Source: an optimization exercise on an open RTL-to-GDS flow (aim: small area). Production flows keep margins and buffers that such runs may drop.
The RTL was checked by simulation tests, not by an equivalence proof against the original design.

==> flow/design.v, too long to show whole: its modules and the start of the top module <==
// module sobel_processor: 808 lines
// module rca: 13 lines
// module rcc: 11 lines
// module csa: 6 lines
module sobel_processor #(
    parameter IMG_WIDTH = 64,
    parameter IMG_HEIGHT = 480,
    parameter PIXEL_WIDTH = 8,
    parameter USE_BILATERAL = 1
)(
    input  wire clk,
    input  wire rst_n,
    input  wire href,
    input  wire vsync,
    input  wire [15:0] pixel_in,
    input  wire sobel_enable,
    input  wire [7:0] edge_threshold,
    input  wire [1:0] threshold_mode,
    output wire pixel_valid,
    output wire [15:0] pixel_out,
    output wire binary_pixel,
    output wire binary_valid,
    output wire strong_edge,
    output wire weak_edge
);
  // ...
==> flow/run.sh <==
#!/bin/bash
# synth_recipe.tcl (not shown) runs the flow's synth.tcl, then flattens the netlist and writes it again
# the make line also repeats each setting of config.mk as NAME=value (left out here)
make -C /OpenROAD-flow-scripts/flow DESIGN_CONFIG=/design/flow/config.mk WORK_HOME=/design/flow/orfs CLKGATE_MAP_FILE= SYNTH_SCRIPT=/design/flow/synth_recipe.tcl finish
==> flow/config.mk <==
export PLATFORM = sky130hd
export DESIGN_NAME = sobel_processor
export DESIGN_NICKNAME = sobel_processor
export VERILOG_FILES = /design/flow/design.v
export SDC_FILE = /design/flow/constraint.sdc
export NUM_CORES = 4
export LEC_CHECK = 0
export CAP_MARGIN = 20
export CORE_MARGIN = 2
export CORE_UTILIZATION = 60
export CTS_BUF_LIST = sky130_fd_sc_hd__clkbuf_16
export CTS_CLUSTER_DIAMETER = 100
export CTS_CLUSTER_SIZE = 30
export PLACE_DENSITY = 0.75
export SLEW_MARGIN = 20
==> flow/constraint.sdc <==
create_clock -name core_clock -period 13.0 [get_ports {clk}]
set_input_delay 2.6000 -clock core_clock [delete_from_list [all_inputs] [get_ports {clk}]]
set_output_delay 2.6000 -clock core_clock [all_outputs]
set_load 0.01 [all_outputs]
==> summary.md, run 1 <==
| Metric | Value |
|---|---|
| Synth area leader | `edfxtp_1` |
| Placeable core area | `approximately 0.11 mm2` |
| Hold path depth | `0` |
| Clock-cell share of area | `under 10%` |
| Adder-cell share of the synthesized area | `between 10% and 20%` |
| Final nets | `around 4000` |
| Outcome | `complete, no violations` |
| Slew Limit Fails | `0` |
| Top cell type's share of synthesized area | `72.00%` |
| Skew final | `37.01 ps` |
| Xor/xnor cell area share of the yosys netlist | `approximately 2.0%` |
| Initial Util | `60.32%` |
| Fin crit period | `between 10000 and 15000 ps` |
| Seq Cell Count | `1691` |
| Sequential share of the synthesized area | `77.11%` |
| Most instantiated library cell after synthesis | `edfxtp_1` |
| DR top layer | `met4` |
| Reg-to-reg endpoint | `f5$_DFF_P_` |
| Dominant synthesized flop cell | `edfxtp_1` |
| Final period util | `between 80% and 90%` |
| Buf/Inv on CP | `9` |
| Synth warn | `5` |
| Fin Setup TNS | `0 ps` |
| Met1 global-route usage | `between 30% and 40%` |
| Mapped Cells | `around 3500` |
| Gr usage total | `about a fifth` |
| WL met1 | `slightly below 50 mm` |
| Post-Synth Simple-Gate Area | `approximately 2.6%` |
| Mapped cell area | `approximately 0.064 mm2` |
| Mux cell area share after synthesis | `roughly 1.2%` |
| Pre-antenna DRT Iters | `6` |
==> run 2, diff against run 1 <==
==> flow/flow/run.sh (new file) <==
#!/bin/bash
set -e
export BUFFER_PORTS_ARGS="-buffer_cell sky130_fd_sc_hd__buf_1"
bash standard.sh > standard.log 2>&1
==> flow/standard.sh (new file) <==
#!/bin/bash
# synth_recipe.tcl (not shown) runs the flow's synth.tcl, then flattens the netlist and writes it again
# the make line also repeats each setting of config.mk as NAME=value (left out here)
make -C /OpenROAD-flow-scripts/flow DESIGN_CONFIG=/design/flow/config.mk WORK_HOME=/design/flow/orfs CLKGATE_MAP_FILE= SYNTH_SCRIPT=/design/flow/synth_recipe.tcl "${@:-finish}"
removed: flow/run.sh
==> run 2 against run 1 <==
Clock skew up 2.3 ps. Global-route usage up 0.31 points. Area after synthesis unchanged. Worst setup slack better by 300 ps. Critical path type unchanged. Final area down 0.50%. Still clean on timing, DRC and antenna. Sequential share of layout area up 0.36 points.
==> summary.md, run 2 <==
| Metric | Value |
|---|---|
| Asr flop ratio synth | `between 3 and 4%` |
| Final hold vios | `0` |
| Area growth, synth to finish | `5.611%` |
| CP Max Fanout | `18` |
| Slew Limit Fails | `0 (unchanged)` |
| Flop and latch count out of synthesis | `1691` |
| Post-synth top cells | `edfxtp_1 (1544), inv_1 (361), fa_1 (276)` |
| Commonest non-fill, non-tap cell in the layout | `edfxtp_1` |
| Reg2reg start | `ta[1]$_DFF_P_` |
| DR DRC count | `0` |
| Top cell type's share of synthesized area | `72.00% (unchanged)` |
| Number of synthesized flops with an enable pin | `around 1500` |
| Placeable core area | `0.1068 mm2 (unchanged)` |
| Most instantiated library cell after synthesis | `edfxtp_1` |
| Critical path class | `reg2reg` |
| Antenna violations before repair | `10` |
| Min-delay src | `f7$_DFF_P_` |
| Worst hold path endpoint | `f8$_DFF_P_` |
| Setup Buffers After CTS | `0` |
| Critical path startpoint category | `flop` |
| Worst skew pair latency | `670 ps` |
| Worst-path clk slew | `roughly 120 ps` |
| Unrepaired setup endpoints after global routing | `no` |
| Final setup violating endpoints | `0` |
| CTS tree | `built` |
| GRT Residual Overflow | `0` |
| Reg-to-reg endpoint | `f5$_DFF_P_` |
| Fillers | `a little over 7000` |
| Die Y | `around 330 um` |
| Syn_nets | `just under 4000` |
| Worst path slowest cell | `dfxtp_1` |
| Rows | `120` |
| Max-slew headroom | `between 20% and 30%` |
| Final period util | `77.82% (-2.3 points)` |
| Clock Sinks | `about 1700` |
| Die area | `around 0.11 mm2` |
| Via count | `approximately 27000` |
| Die Wd | `roughly 330 um` |
| CTS Buf Count | `between 60 and 70` |
| Synth area leaders | `edfxtp_1 (72%), fa_1 (8.6%), dfxtp_1 (2.5%)` |
| Sequential share of the synthesized area | `77.11% (unchanged)` |
| Root buf cell | `clkbuf_16` |
| Post-CTS resize count | `0` |
| Fin crit period | `10120 ps (-303.1 ps)` |
| Gr usage total | `19.07% (+0.31 points)` |
| Mapped Cells | `3511 (unchanged)` |
| Pre-antenna DRT Iters | `6 (unchanged)` |
| Max reg flops | `~1000` |
| FF-to-FF setup slack | `around 2900 ps` |
| R2R cell count | `35` |
| Max incr delay on CP | `between 700 and 800 ps` |
| Largest net degree at the start of global routing | `204` |
| CP Capture Type | `flop` |
| IO Port Bufs | `50` |
| Post-synth cell types | `70` |
| Fmax | `approximately 0.099 GHz` |
| Final nets | `3931 (+0.025%)` |
| Hpwl dp | `around 65 mm` |
| Initial Util | `60.32% (unchanged)` |
| Initial DRC count | `2736` |
| Synth area leader | `edfxtp_1` |
| Mean Syn Cell Area | `18.34 um2` |
| Wirelength per Cell | `roughly 21 um` |
| Hold path depth | `0 (unchanged)` |
| Actual slew at the worst max-slew pin | `between 1000 and 1500 ps` |
| I/O pin cnt | `52` |
| Hold crit path type | `reg2reg` |
| Dominant synthesized flop cell | `edfxtp_1` |
| Hold Buf Count CTS | `0` |
| Clock Tree Buf Depth | `3` |
| DP Worst Slack | `~3000 ps` |
| Mapped cell area | `0.06440 mm2 (unchanged)` |
| Worst Path Required | `between 10000 and 15000 ps` |
| Global-route wire length before repair | `158.7 mm` |
| # Max-Cap Violations | `0` |
| H-Tree Depth | `3` |
| Fin Setup TNS | `0 ps (unchanged)` |
| Vias in the first global route | `26520` |
| GPL Wtd Cong | `0.9155` |
| Final WS setup | `around 2900 ps` |
| Top flop regs | `lb: 1032 flops, lc: 488 flops, la: 24 flops` |
| Worst EP arrival | `10730 ps` |
| Reg area | `slightly below 0.05 mm2` |
| WHS | `between 300 and 400 ps` |
| Antenna Nets Post-Route | `0` |
| Multi-input gate area | `about 0.013 mm2` |
| Final wirelength | `103.5 mm` |
| Crit path top cell by count | `fa_1` |
| Skew final | `39.34 ps (+2.331 ps)` |
| DR vias/cell | `5.492` |
| Most frequent cells in the layout | `edfxtp_1 (1544), inv_1 (374), fa_1 (276)` |
| Outcome | `complete, no violations` |
| Share of cells above drive strength 1 | `4.474%` |
| Synth warn | `5 (unchanged)` |
| Largest Register | `lb` |
run 2: cell counts after synthesis:
No cell type changed its count.
run 2: layout make-up:
| class | instances | area share [%] |
|---|---|---|
| Timing Repair Buffer | 79 | 0.6788 |
| Clock buffer | 69 | 2.539 |
| Clock inverter | 20 | 0.1987 |
| Sequential cell | 1691 | 73.01 |
| Tap cell | 1403 | 2.581 |
| Multi-Input combinational cell | 1331 | 18.98 |
| Inverter | 364 | 2.009 |
| Antenna cell | 1 | 0.003679 |
run 2: logic make-up (layout without fill, tap and decap cells):
family          after synthesis  after routing  share of synthesized area, %
flops                      1691           1691                         77.11
compound gates              367            367                         3.717
simple gates                367            367                         2.596
mux                          72             72                         1.166
fa+ha+maj                   379            379                         10.54
buf+inv                     489            532                         2.883
other cells                   0              1                             0
xor+xnor                    146            146                         1.986
run 2: worst max path at each step:
stage          slack [ps]  depth (start not counted)           from         endpoint
2_1_floorplan      -44290                          3           href  lc[0]$_DFFE_PP_
3_3_place_gp         3010                         35  ta[1]$_DFF_P_       f5$_DFF_P_
3_5_place_dp         2950                         35  ta[1]$_DFF_P_       f5$_DFF_P_
4_1_cts              2910                         35  ta[1]$_DFF_P_       f5$_DFF_P_
5_1_grt              2490                         35  ta[1]$_DFF_P_       f5$_DFF_P_
6_report             2880                         35  ta[1]$_DFF_P_       f5$_DFF_P_
run 2: critical path, delay by kind of cell (launching register included):
kind                     cells  cell delay [ps]
adder cells (fa/ha/maj)     17             6760
AND/OR/NAND/NOR              6              840
buffers and inverters        8              820
flip-flops                   1              770
AO/OA/AOI/OAI                3              620
XOR/XNOR                     1              260
run 2: layer usage:
metal	routed length [um]	GRT usage [%]
met3	5155	3.163
met2	46880	28.39
met1	49380	30.07
met5	0	0
met4	2087	4.372
run 2: stage by stage:
stage | util (%) | instance area [um2] | std cells
global placement | 61.96 | 66140 | 4868
floorplan | - | 64430 | 3511
detailed placement | 61.96 | 66140 | 4868
CTS | 63.70 | 68010 | 4957
finish | 63.71 | 68010 | 4958
global route | 63.71 | 68010 | 4957
==> run 3, diff against run 2 <==
--- a/flow/config.mk
+++ b/flow/config.mk
@@ -7,2 +7,3 @@
 export LEC_CHECK = 0
+export ABC_AREA = 1
 export CAP_MARGIN = 20
==> run 3 against run 2 <==
Core utilization grew 0.35 points. Area after synthesis shrank 1.2%. Synthesized cell count grew 1.7%. Worst setup slack gained 900 ps. Non-clock buffer count shrank 1. Worst hold slack gained 2.1 ps. Clock skew grew 5.7 ps. Clock-buffer cell count shrank 1. Final area shrank 0.85%. Critical path type unchanged. Critical endpoint unchanged. Largest cell class unchanged. Highest routed layer unchanged.
==> summary.md, run 3 <==
| Metric | Value |
|---|---|
| Slew Limit Fails | `0 (unchanged)` |
| Top flop regs | `lb: 1032 flops, lc: 488 flops, la: 24 flops` |
| Hold path depth | `0 (unchanged)` |
| DR vias/cell | `5.524 (+0.58%)` |
| CP Max Fanout | `21 (+3)` |
| Max-slew headroom | `28.08% (+2.0 points)` |
| Hold Buf Count CTS | `0 (unchanged)` |
| Clock Sinks | `1691 (unchanged)` |
| WHS | `336.8 ps (+2.144 ps)` |
| Area growth, synth to finish | `6.021%` |
| Wirelength per Cell | `20.69 um (-0.91%)` |
| Share of cells above drive strength 1 | `4.235% (-0.24 points)` |
| Final period util | `70.86% (-7.0 points)` |
| GRT Residual Overflow | `0 (unchanged)` |
| Initial DRC count | `2565 (-6.3%)` |
| Clock Tree Buf Depth | `3 (unchanged)` |
| Largest Register | `lb` |
| Outcome | `complete, no violations` |
| H-Tree Depth | `3 (unchanged)` |
| Top cell type's share of synthesized area | `72.89% (+0.90 points)` |
| Hpwl dp | `63.58 mm (-2.9%)` |
| Critical path class | `reg2reg` |
| Fin crit period | `9211 ps (-904.9 ps)` |
| Commonest non-fill, non-tap cell in the layout | `edfxtp_1` |
| Die area | `0.1086 mm2 (-1.2%)` |
| Ant diodes | `0 (-1)` |
| Placeable core area | `0.1053 mm2 (-1.4%)` |
| Crit path top cell by count | `fa_1` |
| Global-route wire length before repair | `160.2 mm (+0.98%)` |
| Most instantiated library cell after synthesis | `edfxtp_1` |
| Fin Setup TNS | `0 ps (unchanged)` |
| Largest net degree at the start of global routing | `201 (-1.5%)` |
| Final hold vios | `0 (unchanged)` |
| Unrepaired setup endpoints after global routing | `no` |
| Final setup violating endpoints | `0 (unchanged)` |
| I/O pin cnt | `52 (unchanged)` |
| Flop and latch count out of synthesis | `1691 (unchanged)` |
| Area after DPL | `0.06542 mm2 (-1.1%)` |
| Worst EP arrival | `9730 ps (-1000 ps)` |
| Final WS setup | `3789 ps (+904.9 ps)` |
| Rows | `119 (-0.83%)` |
| IO Port Bufs | `50 (unchanged)` |
| Mapped Cells | `3571 (+1.7%)` |
| Most frequent cells in the layout | `edfxtp_1 (1544), inv_1 (467), fa_1 (276)` |
| Number of synthesized flops with an enable pin | `1544 (unchanged)` |
| DP Worst Slack | `3831 ps (+882.4 ps)` |
| Critical path startpoint category | `flop` |
| Setup Buffers After CTS | `0 (unchanged)` |
| Mean Syn Cell Area | `17.81 um2 (-2.9%)` |
| GPL Wtd Cong | `0.8887 (-2.9%)` |
| Vias in the first global route | `27130 (+2.3%)` |
| Max incr delay on CP | `710 ps (-60 ps)` |
| Synth area leader | `edfxtp_1` |
| Gr usage total | `19.58% (+0.51 points)` |
| Worst-path clk slew | `120 ps (about the same)` |
| Worst path slowest cell | `fa_1` |
| Root buf cell | `clkbuf_16` |
| Final nets | `4013 (+2.1%)` |
| DP Cell Count | `4935 (+1.4%)` |
| Die Y | `329.6 um (-0.61%)` |
| Worst skew pair latency | `690 ps (+20 ps)` |
| # Max-Cap Violations | `0 (unchanged)` |
| Post-synth cell types | `54 (-23%)` |
| Syn_nets | `3969 (+1.5%)` |
| Post-synth top cells | `edfxtp_1 (1544), inv_1 (458), fa_1 (276)` |
| Fmax | `0.1086 GHz (+9.8%)` |
| Mapped cell area | `0.06361 mm2 (-1.2%)` |
| Final wirelength | `104.0 mm (+0.47%)` |
| Pre-antenna DRT Iters | `6 (unchanged)` |
| CP Capture Type | `flop` |
| Actual slew at the worst max-slew pin | `1079 ps (-19.65 ps)` |
| Layout Cells excl Fill | `5027 (+1.4%)` |
| CTS tree | `built` |
| Dominant synthesized flop cell | `edfxtp_1` |
| Synth warn | `5 (unchanged)` |
| Via count | `27770 (+2.0%)` |
| Initial Util | `60.42% (+0.099 points)` |
| Max reg flops | `1032 (unchanged)` |
| Sequential share of the synthesized area | `78.07% (+0.96 points)` |
| Die Wd | `329.6 um (-0.61%)` |
| CTS Buf Count | `68 (+3.0%)` |
| DR DRC count | `0 (unchanged)` |
| Hold crit path type | `reg2reg` |
| Skew final | `45.04 ps (+5.699 ps)` |
| Worst Path Required | `13520 ps (-100 ps)` |
| Synth area leaders | `edfxtp_1 (73%), fa_1 (8.7%), inv_1 (2.7%)` |
| R2R cell count | `42 (+20%)` |
| Fillers | `7077 (-0.77%)` |
| Final instance area | `0.06744 mm2 (-0.85%)` |
| Asr flop ratio synth | `3.962% (unchanged)` |
| Antenna violations before repair | `3 (-7)` |
| Post-CTS resize count | `0 (unchanged)` |
| Antenna Nets Post-Route | `0 (unchanged)` |
run 3: final cells by class:
class	instances	area (um2)	area share [%]
clock buffer	68	1702	2.523
clock inverter	23	284.0	0.4212
inverter	478	1805	2.677
multi-input combinational	1298	11780	17.46
sequential	1691	49660	73.64
tap	1391	1740	2.581
timing repair buffer	78	470.5	0.6976
run 3: worst paths after layout:
path                               startpoint                      end  slack [ps]
worst max register to register  sa[1]$_DFF_P_               f5$_DFF_P_        3790
worst max-delay path            sa[1]$_DFF_P_               f5$_DFF_P_        3790
worst min-delay path            m5[6]$_DFF_P_            m6[6]$_DFF_P_         340
worst min register to register  m5[6]$_DFF_P_            m6[6]$_DFF_P_         340
max in group asynchronous               rst_n             v5$_DFF_PN0_       10330
min in group asynchronous               rst_n  msum_acc[0]$_DFFE_PN0P_        2120
run 3: worst max-delay path, delay by kind of cell (launching register included):
kind	cells	cell delay, ps
buffers and inverters	10	790
and+or+nand+nor	12	760
AOI/OAI and AO/OA	4	520
DFF	1	630
adders and majority gates	16	6340
run 3: metal layers:
layer,GRT usage [%],vias to the layer above,wire length (um)
met4,5.119,0,2561
met3,2.222,134,4234
met2,30.87,672,48990
li1,-,12810,-
met5,0,-,0
met1,29.75,14160,48200
run 3: cells by family (layout without fill, tap and decap cells):
logic type	count (synthesis)	count (layout)	share of synthesized area [%]
and+or+nand+nor	442	442	2.789
AOI/OAI and AO/OA	453	453	4.648
xor gates and xnor gates	35	35	0.4938
buffers and inverters	582	647	3.503
adders and majority gates	367	367	10.48
muxes	1	1	0.01770
DFF	1691	1691	78.07
run 3: metrics by stage:
| stage | utilization (%) |
|---|---|
| finish | 64.06 |
| global route | 64.06 |
| CTS | 64.03 |
| detailed placement | 62.14 |
| global placement | 62.14 |
| floorplan | - |
==> run 4, diff against run 3 <==
--- a/flow/config.mk
+++ b/flow/config.mk
@@ -8,3 +8,3 @@
 export ABC_AREA = 1
-export CAP_MARGIN = 20
+export CAP_MARGIN = 0
 export CORE_MARGIN = 2
@@ -15,2 +15,2 @@
 export PLACE_DENSITY = 0.75
-export SLEW_MARGIN = 20
+export SLEW_MARGIN = 0
==> run 4 against run 3 <==
Still clean on timing, DRC and antenna. Via count barely moved. Sequential cell count unchanged. Global-route usage unchanged. Core utilization barely moved. First-iteration DRC count increased by 1.8%. Worst setup slack worse by 0.56 ps.
==> summary.md, run 4 <==
| Metric | Value |
|---|---|
| Max incr delay on CP | `710 ps (about the same)` |
| Die Wd | `329.6 um (unchanged)` |
| Worst EP arrival | `9730 ps (about the same)` |
| Crit path capture | `f5$_DFF_P_` |
| FF-to-FF setup slack | `3790 ps (about the same)` |
| Crit path top cell by count | `fa_1` |
| DR DRC count | `0 (unchanged)` |
| Dominant synthesized flop cell | `edfxtp_1` |
| CTS tree | `built` |
| Pre-antenna DRT Iters | `6 (unchanged)` |
| Fmax | `0.1086 GHz (about the same)` |
| Gr usage total | `19.58% (unchanged)` |
| Post-CTS resize count | `0 (unchanged)` |
| Hpwl dp | `63.58 mm (unchanged)` |
| IO Port Bufs | `50 (unchanged)` |
| WP depth | `42 (unchanged)` |
| Met2 global-route usage | `30.87% (unchanged)` |
| Initial Util | `60.42% (unchanged)` |
| Outcome | `complete, no violations` |
| CP top delay family | `adder cells` |
| Synth area leaders | `edfxtp_1 (73%), fa_1 (8.7%), inv_1 (2.7%)` |
| Largest Register | `lb` |
| Antenna Nets Post-Route | `0 (unchanged)` |
| Final setup violating endpoints | `0 (unchanged)` |
| Final hold vios | `0 (unchanged)` |
| Min-delay src | `m5[0]$_DFF_P_` |
| DR vias/cell | `5.524 (about the same)` |
| Via count | `27760 (-0.032%)` |
| Buf/Inv on CP | `10 (unchanged)` |
| Most instantiated library cell after synthesis | `edfxtp_1` |
| Post-synth top cells | `edfxtp_1 (1544), inv_1 (458), fa_1 (276)` |
| Placeable core area | `0.1053 mm2 (unchanged)` |
| CP Max Fanout | `21 (unchanged)` |
| I/O pin cnt | `52 (unchanged)` |
| Antenna violations before repair | `3 (unchanged)` |
| Critical path class | `reg2reg` |
| R2R cell count | `42 (unchanged)` |
| Worst skew pair latency | `690 ps (about the same)` |
| GPL Wtd Cong | `0.8887 (unchanged)` |
| Synth area leader | `edfxtp_1` |
| Area growth, synth to finish | `5.968% (about the same)` |
| Post-synth cell types | `54 (unchanged)` |
| Sequential share of the synthesized area | `78.07% (unchanged)` |
| Flop and latch count out of synthesis | `1691 (unchanged)` |
| Ant diodes | `0 (unchanged)` |
| Asr flop ratio synth | `3.962% (unchanged)` |
| Mean Syn Cell Area | `17.81 um2 (unchanged)` |
| Commonest non-fill, non-tap cell in the layout | `edfxtp_1` |
| Final nets | `4012 (-0.025%)` |
| Actual slew at the worst max-slew pin | `1291 ps (+212.4 ps)` |
| Hold crit path type | `reg2reg` |
| WHS | `336.5 ps (-0.2560 ps)` |
| Start point of the critical path | `sa[1]$_DFF_P_` |
| Reg-to-reg endpoint | `f5$_DFF_P_` |
| Vias in the first global route | `27130 (unchanged)` |
| Die Y | `329.6 um (unchanged)` |
| Worst Path Required | `13520 ps (about the same)` |
| Clock Tree Buf Depth | `3 (unchanged)` |
| Top flop regs | `lb: 1032 flops, lc: 488 flops, la: 24 flops` |
| Worst path slowest cell | `fa_1` |
| Max-slew headroom | `13.35% (-15 points)` |
| Number of synthesized flops with an enable pin | `1544 (unchanged)` |
| Fin crit period | `9212 ps (+0.5600 ps)` |
| Setup Buffers After CTS | `0 (unchanged)` |
| Wirelength per Cell | `20.69 um (about the same)` |
| CTS Buf Count | `68 (unchanged)` |
| Max reg flops | `1032 (unchanged)` |
| Unrepaired setup endpoints after global routing | `no` |
| Clock Sinks | `1691 (unchanged)` |
| Mapped Cells | `3571 (unchanged)` |
| Skew final | `43.52 ps (-1.524 ps)` |
| GRT Max-Usage Layer | `met2` |
| Final wirelength | `104.0 mm (about the same)` |
| Worst-path clk slew | `120 ps (about the same)` |
| H-Tree Depth | `3 (unchanged)` |
| Synth warn | `5 (unchanged)` |
| Reg2reg start | `sa[1]$_DFF_P_` |
| Global-route wire length before repair | `160.2 mm (unchanged)` |
| Final period util | `70.86% (about the same)` |
| M3 GR Usage | `2.222% (unchanged)` |
| # Max-Cap Violations | `0 (unchanged)` |
| Die area | `0.1086 mm2 (unchanged)` |
| Share of cells above drive strength 1 | `4.154% (-0.081 points)` |
| Most frequent cells in the layout | `edfxtp_1 (1544), inv_1 (467), fa_1 (276)` |
| Slew Limit Fails | `0 (unchanged)` |
| Syn_nets | `3969 (unchanged)` |
| Top cell type's share of synthesized area | `72.89% (unchanged)` |
| GRT Residual Overflow | `0 (unchanged)` |
| Rows | `119 (unchanged)` |
| Largest net degree at the start of global routing | `201 (unchanged)` |
| Critical path startpoint category | `flop` |
| CP Capture Type | `flop` |
| Mapped cell area | `0.06361 mm2 (unchanged)` |
| Hold Buf Count CTS | `0 (unchanged)` |
| Met1 global-route usage | `29.75% (unchanged)` |
| Root buf cell | `clkbuf_16` |
| Initial DRC count | `2611 (+1.8%)` |
## run 4: through the flow
| step | worst slack, ps | setup TNS, ps | utilization (%) | cells | instance area (um2) |
|---|---|---|---|---|---|
| 3_5_place_dp | 3831 | 0 | 62.14 | 4935 | 65420 |
| 5_1_grt | 3065 | 0 | 64.03 | 5026 | 67400 |
| 4_1_cts | 3784 | 0 | 64.03 | 5026 | 67400 |
| 6_report | 3788 | 0 | 64.03 | 5026 | 67400 |
| 2_1_floorplan | -5770 | -5954570 | - | 3571 | 63670 |
| 3_3_place_gp | 3865 | 0 | 62.14 | 4935 | 65420 |
## run 4: how the worst min path moves through the flow
stage	endpoint	slack [ps]	cells past startpoint
floorplan	f6$_DFF_P_	310	0
global placement	m6[5]$_DFF_P_	310	0
detailed placement	m6[4]$_DFF_P_	310	0
CTS	f7$_DFF_P_	340	0
global route	f8$_DFF_P_	350	0
finish	m6[0]$_DFF_P_	340	0
## run 4: kinds of logic after synthesis
logic type / share of synthesized area [%]
DFF: 78.07
buffers and inverters: 3.503
AOI/OAI and AO/OA: 4.648
and+or+nand+nor: 2.789
adders and majority gates: 10.48
xor gates and xnor gates: 0.4938
muxes: 0.01770
## run 4: layout make-up
class / count / area [um2]
sequential: 1691 / 49660
clock buffer: 68 / 1702
tap: 1391 / 1740
multi-input combinational: 1298 / 11770
clock inverter: 23 / 284.0
fill: 7081 / 37870
timing repair buffer: 77 / 442.9
inverter: 478 / 1805
## run 4: routing by layer
layer  up-vias  part of all wire [%]
met5         -                     0
met4         0                   2.5
met3       132                   4.1
met2       664                    47
met1     14160                    46
li1      12810                     -

## port drivers added, routing unchanged
In the flow no input, the clock included, has a driving cell. The finished layouts below were timed again as built, in two steps. Step 1 (the two cells are an assumption about what drives the block):
set clk [get_ports {clk}]
set_driving_cell -lib_cell sky130_fd_sc_hd__clkbuf_16 $clk
set_driving_cell -lib_cell sky130_fd_sc_hd__buf_2 [delete_from_list [all_inputs] $clk]
Step 2 moves the port delays by t, midway between the first and last clock arrival at a register: inputs arrive t later, outputs are due t later. That takes back most of the time a late clock gives input paths. a / b / c = ideal / step 1 / step 2; a / b = the first two.
run	shift t [ns]	setup slack, ns	worst register clock-pin slew, ns
run 1	0.729	2.581 / 2.581 / 2.581	0.12 / 0.12
run 2	0.713	2.884 / 2.884 / 2.884	0.12 / 0.12
run 3	0.738	3.789 / 3.789 / 3.789	0.12 / 0.12
run 4	0.738	3.788 / 3.788 / 3.788	0.12 / 0.12
After both steps setup and hold are still met in every run listed.
